What follows belongs to an exercise in optimizing a design on an open flow for small area and a short achievable clock period; a production flow would make more cautious choices. Function was checked by simulation only, so behaviour that the tests miss may differ from the original. No driver is modelled on the clock port, so clock power and skew are understated where the tree is cut down; a real chip needs a root buffer or a tree.

maple:
==> flow/design.v <==
module add_bk #(parameter N = 16) (
    input  [N-1:0] a,
    input  [N-1:0] b,
    input          ci,
    output [N-1:0] s
);
    localparam L = (N <= 2) ? 1 : (N <= 4) ? 2 : (N <= 8) ? 3 : (N <= 16) ? 4 : (N <= 32) ? 5 : 6;
    wire [N-1:0] p0 = a ^ b;
    wire [N-1:0] g0 = a & b;
    wire [N*2*L-1:0] G;
    wire [N*2*L-1:0] P;
    assign G[N-1:0] = {g0[N-1:1], g0[0] | (p0[0] & ci)};
    assign P[N-1:0] = p0;
    genvar l, i;
    generate
        for (l = 0; l < L; l = l + 1) begin : up
            for (i = 0; i < N; i = i + 1) begin : bt
                if (((i + 1) % (2 << l)) == 0) begin : node
                    assign G[(l+1)*N+i] = G[l*N+i] | (P[l*N+i] & G[l*N+i-(1<<l)]);
                    assign P[(l+1)*N+i] = P[l*N+i] & P[l*N+i-(1<<l)];
                end else begin : pass
                    assign G[(l+1)*N+i] = G[l*N+i];
                    assign P[(l+1)*N+i] = P[l*N+i];
                end
            end
        end
        for (l = L - 2; l >= 0; l = l - 1) begin : down
            for (i = 0; i < N; i = i + 1) begin : bt
                if (((i + 1) % (2 << l)) == (1 << l) && i >= (2 << l)) begin : node
                    assign G[(2*L-1-l)*N+i] = G[(2*L-2-l)*N+i] | (P[(2*L-2-l)*N+i] & G[(2*L-2-l)*N+i-(1<<l)]);
                    assign P[(2*L-1-l)*N+i] = P[(2*L-2-l)*N+i] & P[(2*L-2-l)*N+i-(1<<l)];
                end else begin : pass
                    assign G[(2*L-1-l)*N+i] = G[(2*L-2-l)*N+i];
                    assign P[(2*L-1-l)*N+i] = P[(2*L-2-l)*N+i];
                end
            end
        end
    endgenerate
    wire [N-1:0] gf = G[(2*L-1)*N +: N];
    assign s = p0 ^ {gf[N-2:0], ci};
endmodule
module cordic (
    input clk,
    input rst_n,
    input start,
    input [15:0] angle,
    output reg [15:0] cos,
    output reg [15:0] sin
);
    reg [16:0] r;
    reg [3:0] q;
    wire d = ~r[16];
    wire first = (q == 4'd15);
    wire idle = (q == 4'd13) || (q == 4'd14);
    reg [14:0] e;
    always @(*) begin
        case (q)
            4'd15: e = 15'h6487;
            4'd0:  e = 15'h3B58;
            4'd1:  e = 15'h1F5B;
            4'd2:  e = 15'h0FEA;
            4'd3:  e = 15'h07FD;
            4'd4:  e = 15'h03FF;
            4'd5:  e = 15'h01FF;
            4'd6:  e = 15'h00FF;
            4'd7:  e = 15'h007F;
            4'd8:  e = 15'h003F;
            4'd9:  e = 15'h001F;
            4'd10: e = 15'h000F;
            4'd11: e = 15'h0007;
            4'd12: e = 15'h0003;
            default: e = 15'h0000;
        endcase
    end
    wire [14:0] tc_sh = sin[15:1] >> q;
    wire [14:0] ts_sh = cos[15:1] >> q;
    wire [15:0] tc = {1'b0, tc_sh[14:2], tc_sh[1:0] & {2{~idle}}};
    wire [15:0] ts = {1'b0, ts_sh[14:2], ts_sh[1:0] & {2{~idle}}};
    wire [15:0] new_cos;
    wire [15:0] new_sin;
    wire [16:0] new_r;
    add_bk #(16) i_add_c (.a(cos), .b(tc ^ {16{d}}), .ci(d), .s(new_cos));
    add_bk #(16) i_add_s (.a(sin), .b(ts ^ {16{~d}}), .ci(~d), .s(new_sin));
    wire lo = first && (r[15:0] < 16'd2516);
    add_bk #(17) i_add_r (.a(r), .b({d, d & ~lo, e ^ {15{d}}}), .ci(d), .s(new_r));
    always @(posedge clk) begin
        if (first) begin
            cos <= 16'h4DBA;
            sin <= 16'h4DBA;
        end else begin
            cos <= new_cos;
            sin <= new_sin;
        end
    end
    always @(posedge clk) begin
        if (start)
            r <= {1'b0, angle};
        else
            r <= new_r;
    end
    always @(posedge clk or negedge rst_n) begin
        if (!rst_n)
            q <= 4'd14;
        else if (start)
            q <= 4'd15;
        else if (q != 4'd14)
            q <= q + 4'd1;
    end
endmodule
clock: 16.0 ns
lec_check: 0
abc_area: 1
cap_margin: 20
core_margin: 2
core_utilization: 40
slew_margin: 20
standard.sh (not shown) runs the stock make flow with config.mk's settings and CLKGATE_MAP_FILE= SYNTH_SCRIPT=/design/flow/synth_recipe.tcl, a recipe that flattens the netlist after the stock synthesis.
==> flow/flow/run.sh <==
#!/bin/bash
# The standard layout with these changes:
#  - synthesis: no full/half-adder cell extraction (ADDER_MAP_FILE empty), so
#    ABC sees whole register-to-register paths, and ABC maps with a
#    delay-constrained area-recovering script (flow/abc_map.script) instead
#    of ORFS's; the rest of the standard synthesis script, including the
#    flip-flop mapping, flattening and renaming, is unchanged;
#  - repair_timing aims for extra setup slack (SETUP_SLACK_MARGIN) so that
#    the achieved period, not just the 16 ns clock, is optimised;
#  - repair_timing only resizes cells and swaps pins (SETUP_MOVE_SEQUENCE);
#  - the ports get plain buffers (buf_2) instead of delay cells;
#  - the clock tree is one level: the clock port drives four clkbuf_16, each
#    placed at the centre of a cluster of flip-flops (flow/cts_flat.tcl),
#    instead of TritonCTS's two-level tree.
set -euo pipefail
here=$(pwd)
{
  head -n 1 synth_recipe.tcl
  cat <<EOT
proc abc {args} {
  set i [lsearch -exact \$args -script]
  if {\$i >= 0} { set args [lreplace \$args [expr {\$i + 1}] [expr {\$i + 1}] $here/flow/abc_map.script] }
  yosys abc {*}\$args
}
EOT
  tail -n +2 synth_recipe.tcl
} > synth_map.tcl
bash standard.sh SYNTH_SCRIPT="$here/synth_map.tcl" ADDER_MAP_FILE= SETUP_SLACK_MARGIN=12.4 SETUP_MOVE_SEQUENCE=sizeup,swap \
  PRE_CTS_TCL="$here/flow/cts_flat.tcl" \
  'BUFFER_PORTS_ARGS=-buffer_cell sky130_fd_sc_hd__buf_2' finish > standard_flow.log 2>&1
==> flow/flow/abc_map.script <==
strash
dch
map -D 2000
topo
Other scripts of this flow, unchanged in this note and not shown: flow/flow/cts_flat.tcl
Relative to maple, the following input files were edited for cedar:
-- flow/flow/run.sh --
<<< maple, line 26
  tail -n +2 synth_recipe.tcl
} > synth_map.tcl
bash standard.sh SYNTH_SCRIPT="$here/synth_map.tcl" ADDER_MAP_FILE= SETUP_SLACK_MARGIN=12.4 SETUP_MOVE_SEQUENCE=sizeup,swap \
  PRE_CTS_TCL="$here/flow/cts_flat.tcl" \
  'BUFFER_PORTS_ARGS=-buffer_cell sky130_fd_sc_hd__buf_2' finish > standard_flow.log 2>&1
>>> cedar, line 26
  tail -n +2 synth_recipe.tcl
} > synth_map.tcl
bash standard.sh SYNTH_SCRIPT="$here/synth_map.tcl" ADDER_MAP_FILE= SETUP_SLACK_MARGIN=12.1 SETUP_MOVE_SEQUENCE=sizeup,swap \
  PRE_CTS_TCL="$here/flow/cts_flat.tcl" \
  'BUFFER_PORTS_ARGS=-buffer_cell sky130_fd_sc_hd__buf_2' finish > standard_flow.log 2>&1
==> flow/flow/abc_map.script <==
strash
dch
map -D 1750
topo
--- outcome ---
- The run showing the smaller final hold slack is cedar.
- Comparing maple and cedar, the higher detailed-route vias per instance was measured on cedar.
- In cedar relative to maple, number of filler instances in the final layout had gone up by more than 10%.
- cedar: total wire length is 9.6% higher than what maple reported.
- Summary of cedar over maple: layout overhead on the synthesized area decreased by 12 points relative to the old numbers, met3 global-route usage flat, utilization of the core after routing shows a reduction of 5.2 points.
No run of this note takes its clock network from TritonCTS; it comes from the design's own scripts or RTL.

[separate check: timing with driven ports]
In the flow no input, the clock included, has a driving cell. The finished layouts below were timed again as built, in two steps. Step 1 sets driving cells, clkbuf_16 on the clock port and buf_2 on the other inputs (assumed; they add their load-dependent delay and slew). Step 2 adds t to the input delays and takes it off the output delays; t is the mean of the earliest and latest rising clock arrival at the registers after step 1. Input paths then give back, and output paths get back, about the clock's delay inside the block. Slacks: ideal / step 1 / step 2; pairs: ideal / step 1.
| run | t, ns | slack for setup (ns) | clock arrival spread, ns | worst slew at a driven data input, ns |
|---|---|---|---|---|
| maple | 0.223 | 12.146 / 12.056 / 12.211 | 0.020 / 0.020 | 0.08 |
| cedar | 0.230 | 12.118 / 12.024 / 12.104 | 0.025 / 0.025 | 0.03 |
After both steps setup and hold are still met in every run listed. The setup slack of cedar, which loses most, moves by -0.094 ns with the drivers and by -0.014 ns with both steps.
